From an optimization exercise on the open Yosys and OpenROAD flow, aimed at small area and few clock cycles; shortcuts taken in it are not production practice.

==> run a <==
==> flow/design.v (excerpt) <==
module ELA(clk, rst, ready, in_data, data_rd, req, wen, addr, data_wr, done);
==> module ELA, before the edit <==
module ELA(clk, rst, ready, in_data, data_rd, req, wen, addr, data_wr, done);
	input				clk;
	input				rst;
	input				ready;
	input		[7:0]	in_data;
	input		[7:0]	data_rd;
	output				req;
	output				wen;
	output		[12:0]	addr;
	output		[7:0]	data_wr;
	output				done;
reg				mode;
reg		[1:0]	ph;
reg		[6:0]	cnt;
reg		[4:0]	n;
reg		[7:0]	U0, U1, U2;
reg		[7:0]	D0, D1;
reg		[7:0]	best_q;		 
reg				best_c;
reg		[7:0]	best_v;		 
reg				is3;		 
reg				eq;			 
reg		[10:0]	tot;		 
function [8:0] add8;			 
	input	[7:0]	a;
	input	[7:0]	b;
	input			ci;
	integer			k;
	reg				c;
	begin
		c = ci;
		for (k = 0; k < 8; k = k + 1) begin
			add8[k] = a[k] ^ b[k] ^ c;
			c = (a[k] & b[k]) | (c & (a[k] ^ b[k]));
		end
		add8[8] = c;
	end
endfunction
function [7:0] inc8;			 
	input	[7:0]	a;
	input			ci;
	integer			k;
	reg				c;
	begin
		c = ci;
		for (k = 0; k < 8; k = k + 1) begin
			inc8[k] = a[k] ^ c;
			c = a[k] & c;
		end
	end
endfunction
function [10:0] add11;			 
	input	[10:0]	a;
	input	[10:0]	b;
	integer			k;
	reg				c;
	begin
		c = 1'b0;
		for (k = 0; k < 11; k = k + 1) begin
			add11[k] = a[k] ^ b[k] ^ c;
			c = (a[k] & b[k]) | (c & (a[k] ^ b[k]));
		end
	end
endfunction
wire	[7:0]	cnt_i8 = inc8({1'b0, cnt}, 1'b1);
wire	[6:0]	cnt_inc = cnt_i8[6:0];
wire	[7:0]	row_i8 = inc8({3'b000, n}, ph[1]);
wire			cnt_last = (cnt == 7'd127);
wire			cnt_end = (cnt == 7'd126);
wire			edge_x = (cnt == 7'd0) | cnt_last;
assign done    = mode & ph[1] & ph[0];
assign req     = ~mode & ph[1] & cnt_last;
assign wen     = (ph != 2'd0) & ~done;
assign addr    = {row_i8[4:0], ph[0], ph[0] ? cnt : cnt_inc};
wire	[7:0]	opa = ph[1] ? U2 : (ph[0] ? U0 : D0);
wire	[7:0]	opb = ph[1] ? D1 : data_rd;
wire	[8:0]	t   = add8(opa, ~opb, 1'b0);
wire			c   = t[8];
wire	[7:0]	q   = t[7:0] ^ {8{~c}};
wire	[8:0]	s   = add8(opa, opb, 1'b0);
wire	[8:0]	y   = add8(q, ~best_q, c);
wire			y1s = &y[7:0];
wire			y0s = ~|y[7:0];
wire			lt  = best_c ? ~y[8] : (~y[8] & ~y1s);
wire			eqd = best_c ? (y[8] & y0s) : (~y[8] & y1s);
wire	[10:0]	tsum = add11(tot, {2'b00, s});
reg		[7:0]	res;
always @(*) begin
	if (edge_x)
		res = best_v;
	else if (eq & eqd)
		res = tsum[10:3];
	else if (lt | (eqd & is3))
		res = s[8:1];
	else
		res = best_v;
end
assign data_wr = ph[1] ? (mode ? D1 : in_data) : res;
always @(posedge clk) begin
	if (mode && ph == 2'd0) begin
		U0 <= U1;
		U1 <= U2;
		U2 <= data_rd;
	end
	if (mode && ph == 2'd1) begin
		D0 <= D1;
		D1 <= data_rd;
	end
end
always @(posedge clk) begin
	if (ph[1] || (!edge_x && lt)) begin
		best_q <= q;
		best_c <= c;
		best_v <= s[8:1];
		is3    <= ~ph[1];
	end
	eq  <= eqd;
	tot <= ph[1] ? {1'b0, s, 1'b0} : tsum;
end
always @(posedge clk or posedge rst) begin
	if (rst) begin
		mode <= 1'b0;
		ph   <= 2'd0;
		cnt  <= 7'd127;
		n    <= 5'd31;
	end
	else if (!mode) begin
		case (ph)
		2'd0: if (ready) ph <= 2'd2;
		2'd1: if (n == 5'd30) begin
				mode <= 1'b1;
				ph   <= 2'd3;
			end
			else
				ph <= 2'd3;
		default: begin
			cnt <= cnt_inc;
			if (cnt_end) begin
				if (!ph[0])
					ph <= 2'd3;
				else begin
					mode <= 1'b1;
					ph   <= 2'd0;
					n    <= row_i8[4:0];
				end
			end
		end
		endcase
	end
	else begin
		case (ph)
		2'd0: ph <= 2'd1;
		2'd1: ph <= 2'd2;
		2'd2: begin
			cnt <= cnt_inc;
			if (cnt_end) begin
				mode <= 1'b0;
				ph   <= 2'd1;
			end
			else
				ph <= 2'd0;
		end
		default: ;
		endcase
	end
end
endmodule
Settings: LEC_CHECK=0, CAP_MARGIN=20, CORE_MARGIN=2, CORE_UTILIZATION=40, SLEW_MARGIN=20; clock period 10.0 ns.
run.sh (not shown) runs the stock make flow with config.mk's settings and CLKGATE_MAP_FILE= SYNTH_SCRIPT=/design/flow/synth_recipe.tcl, a recipe that flattens the netlist after the stock synthesis.
==> inputs of run b, as changes to run a <==
==> flow/design.v (replaced) <==
`timescale 1ns/10ps
module ELA(clk, rst, ready, in_data, data_rd, req, wen, addr, data_wr, done);
	input				clk;
	input				rst;
	input				ready;
	input		[7:0]	in_data;
	input		[7:0]	data_rd;
	output				req;
	output				wen;
	output		[12:0]	addr;
	output		[7:0]	data_wr;
	output	reg			done;
reg				mode;		 
reg		[1:0]	ph;
reg		[6:0]	cnt;
reg		[4:0]	n;
reg				fin;
reg		[7:0]	U0, U1, U2;	 
reg		[7:0]	D0, D1;		 
wire	[6:0]	cnt_inc = cnt + 7'd1;
wire			cnt_last = (cnt == 7'd127);
assign req     = ~mode & ~done & cnt_last & (ph != 2'd3);
assign wen     = ~done & (mode ? (ph != 2'd0) : (ph != 2'd3));
assign addr    = {n + {4'd0, ph[1]}, ph[0], ph[0] ? cnt : cnt_inc};
wire	[8:0]	e1 = {1'b0, U0} - {1'b0, data_rd};
wire	[8:0]	e2 = {1'b0, U1} - {1'b0, D1};
wire	[8:0]	e3 = {1'b0, U2} - {1'b0, D0};
wire	[7:0]	d1 = e1[8] ? -e1[7:0] : e1[7:0];
wire	[7:0]	d2 = e2[8] ? -e2[7:0] : e2[7:0];
wire	[7:0]	d3 = e3[8] ? -e3[7:0] : e3[7:0];
wire	[8:0]	s1 = U0 + data_rd;
wire	[8:0]	s2 = U1 + D1;
wire	[8:0]	s3 = U2 + D0;
wire	[10:0]	st = s1 + s3 + {s2, 1'b0};
wire			edge_x = (cnt == 7'd0) | cnt_last;
reg		[7:0]	res;
always @(*) begin
	if (edge_x)
		res = s2[8:1];
	else if (d1 == d2 && d2 == d3)
		res = st[10:3];
	else if (d1 <= d3)
		res = (d2 <= d1) ? s2[8:1] : s1[8:1];
	else
		res = (d2 <= d3) ? s2[8:1] : s3[8:1];
end
assign data_wr = ~mode ? in_data : (ph[1] ? D1 : res);
always @(posedge clk) begin
	if (mode && ph == 2'd0) begin
		U0 <= U1;
		U1 <= U2;
		U2 <= data_rd;
	end
	if (mode && ph == 2'd1) begin
		D0 <= D1;
		D1 <= data_rd;
	end
end
always @(posedge clk or posedge rst) begin
	if (rst) begin
		mode <= 1'b0;
		ph   <= 2'd3;
		cnt  <= 7'd127;
		n    <= 5'd0;
		fin  <= 1'b0;
		done <= 1'b0;
	end
	else if (!done) begin
		if (!mode) begin
			if (ph == 2'd3) begin
				if (ready)
					ph <= 2'd0;
			end
			else begin
				cnt <= cnt_inc;
				if (cnt == 7'd126) begin
					if (ph == 2'd0)
						ph <= 2'd1;
					else begin
						mode <= 1'b1;
						ph   <= 2'd0;
					end
				end
			end
		end
		else begin
			case (ph)
			2'd0: ph <= 2'd1;
			2'd1: begin
				if (fin) begin
					fin <= 1'b0;
					if (n == 5'd30)
						done <= 1'b1;
					else begin
						mode <= 1'b0;
						n    <= n + 5'd1;
					end
				end
				else
					ph <= 2'd2;
			end
			default: begin
				ph  <= 2'd0;
				cnt <= cnt_inc;
				if (cnt == 7'd126)
					fin <= 1'b1;
			end
			endcase
		end
	end
end
endmodule
==> inputs of run c, as changes to run a <==
==> flow/design.v (replaced) <==
`timescale 1ns/10ps
module ELA(clk, rst, ready, in_data, data_rd, req, wen, addr, data_wr, done);
	input				clk;
	input				rst;
	input				ready;
	input		[7:0]	in_data;
	input		[7:0]	data_rd;
	output				req;
	output				wen;
	output		[12:0]	addr;
	output		[7:0]	data_wr;
	output				done;
reg				mode;
reg		[1:0]	ph;
reg		[6:0]	cnt;
reg		[4:0]	n;
reg				fin;
reg		[7:0]	UA, UB;			 
reg		[7:0]	R0, R1, R2, R3;	 
reg		[7:0]	best_q;			 
reg				best_c;
reg		[7:0]	best_v;			 
reg				eq;				 
reg		[10:0]	tot;			 
function [8:0] add8;			 
	input	[7:0]	a;
	input	[7:0]	b;
	input			ci;
	integer			k;
	reg				c;
	begin
		c = ci;
		for (k = 0; k < 8; k = k + 1) begin
			add8[k] = a[k] ^ b[k] ^ c;
			c = (a[k] & b[k]) | (c & (a[k] ^ b[k]));
		end
		add8[8] = c;
	end
endfunction
function [10:0] add11;			 
	input	[10:0]	a;
	input	[10:0]	b;
	input			ci;
	integer			k;
	reg				c;
	begin
		c = ci;
		for (k = 0; k < 11; k = k + 1) begin
			add11[k] = a[k] ^ b[k] ^ c;
			c = (a[k] & b[k]) | (c & (a[k] ^ b[k]));
		end
	end
endfunction
function [7:0] inc8;			 
	input	[7:0]	a;
	input			ci;
	integer			k;
	reg				c;
	begin
		c = ci;
		for (k = 0; k < 8; k = k + 1) begin
			inc8[k] = a[k] ^ c;
			c = a[k] & c;
		end
	end
endfunction
wire	[7:0]	cnt_i8 = inc8({1'b0, cnt}, 1'b1);
wire	[6:0]	cnt_inc = cnt_i8[6:0];
wire	[7:0]	row_i8 = inc8({3'b000, n}, ph[1]);
wire			cnt_hi = &cnt[6:1];
wire			cnt_last = cnt_hi & cnt[0];		 
wire			cnt_126 = cnt_hi & ~cnt[0];
wire			cnt_125 = (cnt == 7'd125);
wire			edge_x = (cnt == 7'd0) | cnt_last;
assign done    = mode & ph[1] & ph[0];
assign req     = ~mode & ph[1] & cnt_hi & (cnt[0] ^ ph[0]);
assign wen     = (ph != 2'd0) & ~done;
assign addr    = {row_i8[4:0], ph[0], ph[0] ? cnt : cnt_inc};
wire	[7:0]	opa = UA;
wire	[7:0]	opb = R0;
wire	[8:0]	t   = add8(opa, ~opb, 1'b0);
wire			c   = t[8];
wire	[7:0]	q   = t[7:0] ^ {8{~c}};
wire	[8:0]	s   = add8(opa, opb, 1'b0);
wire	[8:0]	y   = add8(q, ~best_q, c);
wire			y1s = &y[7:0];
wire			y0s = ~|y[7:0];
wire			lt  = best_c ? ~y[8] : (~y[8] & ~y1s);
wire			eqd = best_c ? (y[8] & y0s) : (~y[8] & y1s);
wire	[10:0]	ts  = add11(tot, {2'b00, s}, ph[0] & s[0]);
wire			tie = eq & eqd & ~edge_x;
wire	[7:0]	res = tie ? ts[10:3] : ((edge_x ? cnt[0] : lt) ? s[8:1] : best_v);
assign data_wr = ph[1] ? (mode ? R3 : in_data) : res;
always @(posedge clk) begin
	UA <= (ph == 2'd0) ? data_rd : UB;
	UB <= UA;
	R0 <= (ph == 2'd1) ? data_rd : R3;
	R1 <= R0;
	R2 <= R1;
	R3 <= R2;
end
always @(posedge clk) begin
	if (ph[1] || lt || eqd || edge_x) begin
		best_q <= q;
		best_c <= c;
		best_v <= s[8:1];
	end
	eq  <= eqd;
	tot <= ph[1] ? {3'b000, s[8:1]} : {ts[9:0], 1'b0};
end
always @(posedge clk or posedge rst) begin
	if (rst) begin
		mode <= 1'b0;
		ph   <= 2'd0;
		cnt  <= 7'd127;
		n    <= 5'd31;
		fin  <= 1'b0;
	end
	else if (!mode) begin
		case (ph)
		2'd0: if (ready) ph <= 2'd2;
		2'd2: begin
			if (cnt_126)
				ph <= 2'd3;
			else
				cnt <= cnt_inc;
		end
		2'd3: begin
			cnt <= cnt_inc;
			if (cnt_125) begin
				mode <= 1'b1;
				ph   <= 2'd1;
				n    <= row_i8[4:0];
				fin  <= 1'b1;
			end
		end
		default: ;
		endcase
	end
	else begin
		case (ph)
		2'd0: ph <= 2'd1;
		2'd1: begin
			if (fin && cnt_last) begin
				fin <= 1'b0;
				cnt <= 7'd126;
				if (n == 5'd30)
					ph <= 2'd3;
				else begin
					mode <= 1'b0;
					ph   <= 2'd3;
				end
			end
			else
				ph <= 2'd2;
		end
		2'd2: begin
			cnt <= cnt_inc;
			ph  <= (cnt_126 && !fin) ? 2'd1 : 2'd0;
			if (cnt_126)
				fin <= ~fin;
		end
		default: ;
		endcase
	end
end
endmodule
==> flow/flow/run.sh (new file) <==
#!/bin/bash
# The standard layout (the standard.sh, standard synthesis included) with
# two changes that only affect buffering:
#  - the port buffers use the smallest buffer cell instead of the one
#    buffer_ports picks by default;
#  - clock tree synthesis inserts no dummy loads.
# Each tool's output goes to orfs/logs; this script's own output goes to
# flow_standard.log.
set -euo pipefail
cd "$(dirname "$0")/.."
bash standard.sh \
  "BUFFER_PORTS_ARGS=-buffer_cell sky130_fd_sc_hd__buf_1" \
  "CTS_ARGS=-sink_clustering_enable -repair_clock_nets -dont_use_dummy_load -buf_list sky130_fd_sc_hd__clkbuf_8 -sink_clustering_size 100 -sink_clustering_max_diameter 500" \
  finish > flow_standard.log 2>&1
==> flow/standard.sh (new file) <==
#!/bin/bash
# synth_recipe.tcl (not shown) runs the flow's synth.tcl, then flattens the netlist and writes it again
# the make line also repeats each setting of config.mk as NAME=value (left out here)
make -C /OpenROAD-flow-scripts/flow DESIGN_CONFIG=/design/flow/config.mk WORK_HOME=/design/flow/orfs CLKGATE_MAP_FILE= SYNTH_SCRIPT=/design/flow/synth_recipe.tcl "${@:-finish}"
--- a/flow/config.mk
+++ b/flow/config.mk
@@ -8,4 +8,7 @@
 export CAP_MARGIN = 20
 export CORE_MARGIN = 2
 export CORE_UTILIZATION = 40
+export CTS_BUF_LIST = sky130_fd_sc_hd__clkbuf_8
+export CTS_CLUSTER_DIAMETER = 500
+export CTS_CLUSTER_SIZE = 100
 export SLEW_MARGIN = 20
removed: flow/run.sh
==> inputs of run d, as changes to run a <==
--- a/flow/design.v
+++ b/flow/design.v
@@ -16,8 +16,7 @@
 reg		[4:0]	n;
 reg		[7:0]	U0, U1, U2;
 reg		[7:0]	D0, D1;
-reg		[7:0]	best_q;		 
-reg				best_c;
+reg		[7:0]	best_d;		 
 reg		[7:0]	best_v;		 
 reg				is3;		 
 reg				eq;			 
@@ -75,15 +74,12 @@
 assign addr    = {row_i8[4:0], ph[0], ph[0] ? cnt : cnt_inc};
 wire	[7:0]	opa = ph[1] ? U2 : (ph[0] ? U0 : D0);
 wire	[7:0]	opb = ph[1] ? D1 : data_rd;
-wire	[8:0]	t   = add8(opa, ~opb, 1'b0);
-wire			c   = t[8];
-wire	[7:0]	q   = t[7:0] ^ {8{~c}};
+wire	[8:0]	e   = add8(opa, ~opb, 1'b1);		 
+wire	[7:0]	d   = inc8(e[7:0] ^ {8{~e[8]}}, ~e[8]);
 wire	[8:0]	s   = add8(opa, opb, 1'b0);
-wire	[8:0]	y   = add8(q, ~best_q, c);
-wire			y1s = &y[7:0];
-wire			y0s = ~|y[7:0];
-wire			lt  = best_c ? ~y[8] : (~y[8] & ~y1s);
-wire			eqd = best_c ? (y[8] & y0s) : (~y[8] & y1s);
+wire	[8:0]	cmp = add8(d, ~best_d, 1'b1);		 
+wire			lt  = ~cmp[8];
+wire			eqd = ~|cmp[7:0];
 wire	[10:0]	tsum = add11(tot, {2'b00, s});
 reg		[7:0]	res;
 always @(*) begin
@@ -110,8 +106,7 @@
 end
 always @(posedge clk) begin
 	if (ph[1] || (!edge_x && lt)) begin
-		best_q <= q;
-		best_c <= c;
+		best_d <= d;
 		best_v <= s[8:1];
 		is3    <= ~ph[1];
 	end
--- a/flow/config.mk
+++ b/flow/config.mk
@@ -8,4 +8,7 @@
 export CAP_MARGIN = 20
 export CORE_MARGIN = 2
 export CORE_UTILIZATION = 40
+export CTS_BUF_LIST = sky130_fd_sc_hd__clkbuf_8
+export CTS_CLUSTER_DIAMETER = 500
+export CTS_CLUSTER_SIZE = 100
 export SLEW_MARGIN = 20
==> run notes <==
item                                                                run b                       run a                       run d                    run c
Half-perimeter wire length after placement                       13.52 mm                    7.272 mm                    7.919 mm                 7.094 mm
Worst Skew                                                    0.005794 ns                 0.004331 ns                  0.01045 ns               0.02923 ns
Width of the die                                                 129.5 µm                    113.1 µm                    114.7 µm                 111.5 µm
Aggregate global-route resource usage                              0.2055                      0.1720                      0.1765                   0.1624
TritonRoute pass-1 iters                                                5                          15                           4                        5
Area of combinational cells with multiple inputs             0.004244 mm²                0.002332 mm²                0.002404 mm²             0.002283 mm²
Floorplan row count                                                    45                          39                          40                       39
Post-layout net count                                                 870                         516                         544                      507
Met3 track utilization from global routing                        0.02395                     0.02892                     0.03123                  0.03484
Status                                            complete, no violations  complete, but fails checks  complete, but fails checks  complete, no violations
Violated checks                                                         -                setup timing                setup timing                        -
Post-Syn Area                                                0.006297 mm²                0.004762 mm²                0.004900 mm²             0.004619 mm²
Routing usage on met2                                              0.3557                      0.2683                      0.2828                   0.2683
Routed len/inst                                                  17.41 µm                    16.79 µm                    17.19 µm                 16.66 µm
Function was not checked in any run of this note: the RTL went through the layout flow alone.

## separate check: timing with driven ports
In the flow no input, the clock included, has a driving cell. The finished layouts below were timed again as built, in two steps. Step 1: set_driving_cell puts a clkbuf_16 on clk and a buf_2 on each other input, an assumption about the parent block. Step 2, shift: input delay + t, output delay - t, t = (earliest + latest rising clock arrival at the registers) / 2. This alone moves slack from input paths to output paths. Three values: no drivers, after step 1, after step 2; two values: the first two.
run | shift t [ns] | slack for setup (ns) | hold WS [ns] | worst data-port slew with drivers (ns) | cell pins on the clock port's net
run a | 0.369 | -0.733 / -0.784 / -0.784 | 0.420 / 0.420 / 0.420 | 0.05 | 1
run b | 0.367 | 0.649 / 0.627 / 0.627 | 0.497 / 0.497 / 0.497 | 0.04 | 1
run c | 0.392 | 0.331 / 0.299 / 0.690 | 0.329 / 0.329 / 0.329 | 0.04 | 1
run d | 0.409 | -0.832 / -0.869 / -0.869 | 0.425 / 0.425 / 0.425 | 0.05 | 1
The setup slack of run a, which loses most, moves by -0.051 ns with the drivers and by -0.051 ns with both steps.
